Source: an optimization exercise on an open RTL-to-GDS flow (aim: small area and a short achievable clock period). Production flows keep margins and buffers that such runs may drop.
Where RTL was checked, it was by simulation tests only, not by an equivalence proof against the original.
Power is estimated from default activity; no workload was simulated.

==> module alu_ctrl, before the edit <==
module alu_ctrl(
    input  logic [2:0] opsel,
    input  logic       mode,
    output logic       y0n, y1n, cin, kp, kpn, kgn, kc
    );
    logic kg;
    always_comb begin
        kp = 1'b1; kg = 1'b0; kc = 1'b1; cin = 1'b0;
        y0n = 1'b1; y1n = 1'b0;
        if (!mode) begin
            case (opsel)
                3'b001: begin y0n = 1'b0; y1n = 1'b1; end                     
                3'b011: begin y0n = 1'b0; y1n = 1'b1; cin = 1'b1; end         
                3'b010, 3'b100: begin y0n = 1'b1; y1n = 1'b1; end             
                3'b101: begin y0n = 1'b0; y1n = 1'b0; end                     
                default: ;                                                     
            endcase
        end else begin
            kc = 1'b0;
            case (opsel)
                3'b000: begin kp = 1'b0; kg = 1'b1; end                       
                3'b001: kg = 1'b1;                                             
                3'b010: ;                                                      
                3'b011: begin y0n = 1'b0; y1n = 1'b0; end                     
                default: begin kp = 1'b0; kc = 1'b1; y0n = 1'b0; y1n = 1'b0; end  
            endcase
        end
    end
    assign kpn = ~kp;
    assign kgn = ~kg;
endmodule
==> module midterm128bit, before the edit <==
module midterm128bit(
    input  logic [127:0] op1,
    input  logic [127:0] op2,
    input  logic [2:0]   opsel,
    input  logic         mode,
    output logic [127:0] result
    );
    localparam int NF = 16;
    logic [1:0] y0n, y1n, cin, kp, kpn, kgn, kc;
    for (genvar j = 0; j < 2; j++) begin : ctl
        alu_ctrl C(.opsel(opsel), .mode(mode), .y0n(y0n[j]), .y1n(y1n[j]), .cin(cin[j]),
                   .kp(kp[j]), .kpn(kpn[j]), .kgn(kgn[j]), .kc(kc[j]));
    end
    localparam int SK = 52, SE = 76;
    logic [128:0] c;    
    logic [127:0] pk, gn;
    logic allp, cs;
    assign c[0] = cin[0];
    genvar i;
    for (i = 0; i < 128; i++) begin : bit_
        logic ci;
        if (i == SE) begin : sk
            assign ci = cs;
        end else begin : rp
            assign ci = c[i];
        end
        localparam int H = (i < NF) ? 0 : 1;
        midterm1bit M(
            .a(op1[i]), .b(op2[i]), .cin(ci), .y0n(y0n[H]), .y1n(y1n[H]),
            .kp(kp[H]), .kpn(kpn[H]), .kgn(kgn[H]), .kc(kc[H]), .r(result[i]), .cout(c[i+1]),
            .pk(pk[i]), .gn(gn[i]));
    end
    logic [SE:SK+1] z;
    alu_inv z0(.a(gn[SK]), .y(z[SK+1]));
    for (i = SK + 1; i < SE; i++) begin : zc
        alu_carry zk(.pk(pk[i]), .gn(gn[i]), .c(z[i]), .cout(z[i+1]));
    end
    alu_and_reduce #(.N(SE - SK)) ap(.a(pk[SE-1:SK]), .y(allp));
    alu_skip sk(.z(z[SE]), .allp(allp), .c(c[SK]), .cout(cs));
endmodule
export LEC_CHECK = 0
export CAP_MARGIN = 20
export CORE_MARGIN = 2
export CORE_UTILIZATION = 40
export SLEW_MARGIN = 20
export SYNTH_HIERARCHICAL = 1
create_clock -name core_clock -period 80.0 [get_ports {clk}]
standard.sh (not shown) runs the stock make flow with config.mk's settings and CLKGATE_MAP_FILE= SYNTH_SCRIPT=/design/flow/synth_recipe.tcl, a recipe that flattens the netlist after the stock synthesis.
==> flow/flow/run.sh <==
#!/bin/bash
# Layout flow: the standard ORFS flow (standard.sh) with the I/O port
# buffers made the smallest buffer, sky130_fd_sc_hd__buf_1.
set -euo pipefail
cd "$(dirname "$0")/.."
export BUFFER_PORTS_ARGS="-buffer_cell sky130_fd_sc_hd__buf_1"
bash standard.sh > orfs_make.log 2>&1
Next try:
--- a/flow/design.v
+++ b/flow/design.v
@@ -79,18 +79,20 @@
 module alu_skip(input logic z, input logic allp, input logic c, output logic cout);
     assign cout = z | (allp & c);
 endmodule
 module alu_and_reduce #(parameter int N = 2) (input logic [N-1:0] a, output logic y);
     assign y = &a;
 endmodule
-module alu_ctrl(
-    input  logic [2:0] opsel,
-    input  logic       mode,
-    output logic       y0n, y1n, cin, kp, kpn, kgn, kc
+module midterm128bit(
+    input  logic [127:0] op1,
+    input  logic [127:0] op2,
+    input  logic [2:0]   opsel,
+    input  logic         mode,
+    output logic [127:0] result
     );
-    logic kg;
+    logic y0n, y1n, cin, kp, kg, kc;
     always_comb begin
         kp = 1'b1; kg = 1'b0; kc = 1'b1; cin = 1'b0;
         y0n = 1'b1; y1n = 1'b0;
         if (!mode) begin
             case (opsel)
                 3'b001: begin y0n = 1'b0; y1n = 1'b1; end                     
@@ -107,45 +109,28 @@
                 3'b010: ;                                                      
                 3'b011: begin y0n = 1'b0; y1n = 1'b0; end                     
                 default: begin kp = 1'b0; kc = 1'b1; y0n = 1'b0; y1n = 1'b0; end  
             endcase
         end
     end
-    assign kpn = ~kp;
-    assign kgn = ~kg;
-endmodule
-module midterm128bit(
-    input  logic [127:0] op1,
-    input  logic [127:0] op2,
-    input  logic [2:0]   opsel,
-    input  logic         mode,
-    output logic [127:0] result
-    );
-    localparam int NF = 16;
-    logic [1:0] y0n, y1n, cin, kp, kpn, kgn, kc;
-    for (genvar j = 0; j < 2; j++) begin : ctl
-        alu_ctrl C(.opsel(opsel), .mode(mode), .y0n(y0n[j]), .y1n(y1n[j]), .cin(cin[j]),
-                   .kp(kp[j]), .kpn(kpn[j]), .kgn(kgn[j]), .kc(kc[j]));
-    end
     localparam int SK = 52, SE = 76;
     logic [128:0] c;    
     logic [127:0] pk, gn;
     logic allp, cs;
-    assign c[0] = cin[0];
+    assign c[0] = cin;
     genvar i;
     for (i = 0; i < 128; i++) begin : bit_
         logic ci;
         if (i == SE) begin : sk
             assign ci = cs;
         end else begin : rp
             assign ci = c[i];
         end
-        localparam int H = (i < NF) ? 0 : 1;
         midterm1bit M(
-            .a(op1[i]), .b(op2[i]), .cin(ci), .y0n(y0n[H]), .y1n(y1n[H]),
-            .kp(kp[H]), .kpn(kpn[H]), .kgn(kgn[H]), .kc(kc[H]), .r(result[i]), .cout(c[i+1]),
+            .a(op1[i]), .b(op2[i]), .cin(ci), .y0n(y0n), .y1n(y1n),
+            .kp(kp), .kpn(~kp), .kgn(~kg), .kc(kc), .r(result[i]), .cout(c[i+1]),
             .pk(pk[i]), .gn(gn[i]));
     end
     logic [SE:SK+1] z;
     alu_inv z0(.a(gn[SK]), .y(z[SK+1]));
     for (i = SK + 1; i < SE; i++) begin : zc
         alu_carry zk(.pk(pk[i]), .gn(gn[i]), .c(z[i]), .cout(z[i+1]));
Effect: The new run ran to the end with no violations; core utilization barely changes; die area goes down by 0.45%; synthesized area goes down by 0.46%; non-clock buffer count goes down by 1; routed wire length goes down by 1.0%; setup slack loses 0.015 ns; via count goes down by 2.0%; total power goes up by 1.4%; worst hold slack loses 0.0039 ns.
No functional check of the RTL was part of the second run of this note.

## separate check: timing with driven ports
How much do the figures lean on ideal ports? The routed layouts below were timed once more, with nothing changed but the port constraints.
Step 1 assumes that a clkbuf_16 drives the clock port and a buf_2 every other input.
Step 2 moves the port delays by t, midway between the first and last clock arrival at a register: inputs arrive t later, outputs are due t later. That takes back most of the time a late clock gives input paths.
Slacks: no drivers / after step 1 / after step 2; pairs: no drivers / after step 1.
| run | t (ns) | slack for setup (ns) | worst slew at a driven data input, ns |
|---|---|---|---|
| the first run | 0.592 | 62.966 / 62.917 / 63.347 | 0.09 |
| the second run | 0.601 | 62.951 / 62.898 / 63.027 | 0.08 |
After both steps every run listed still meets setup and hold.
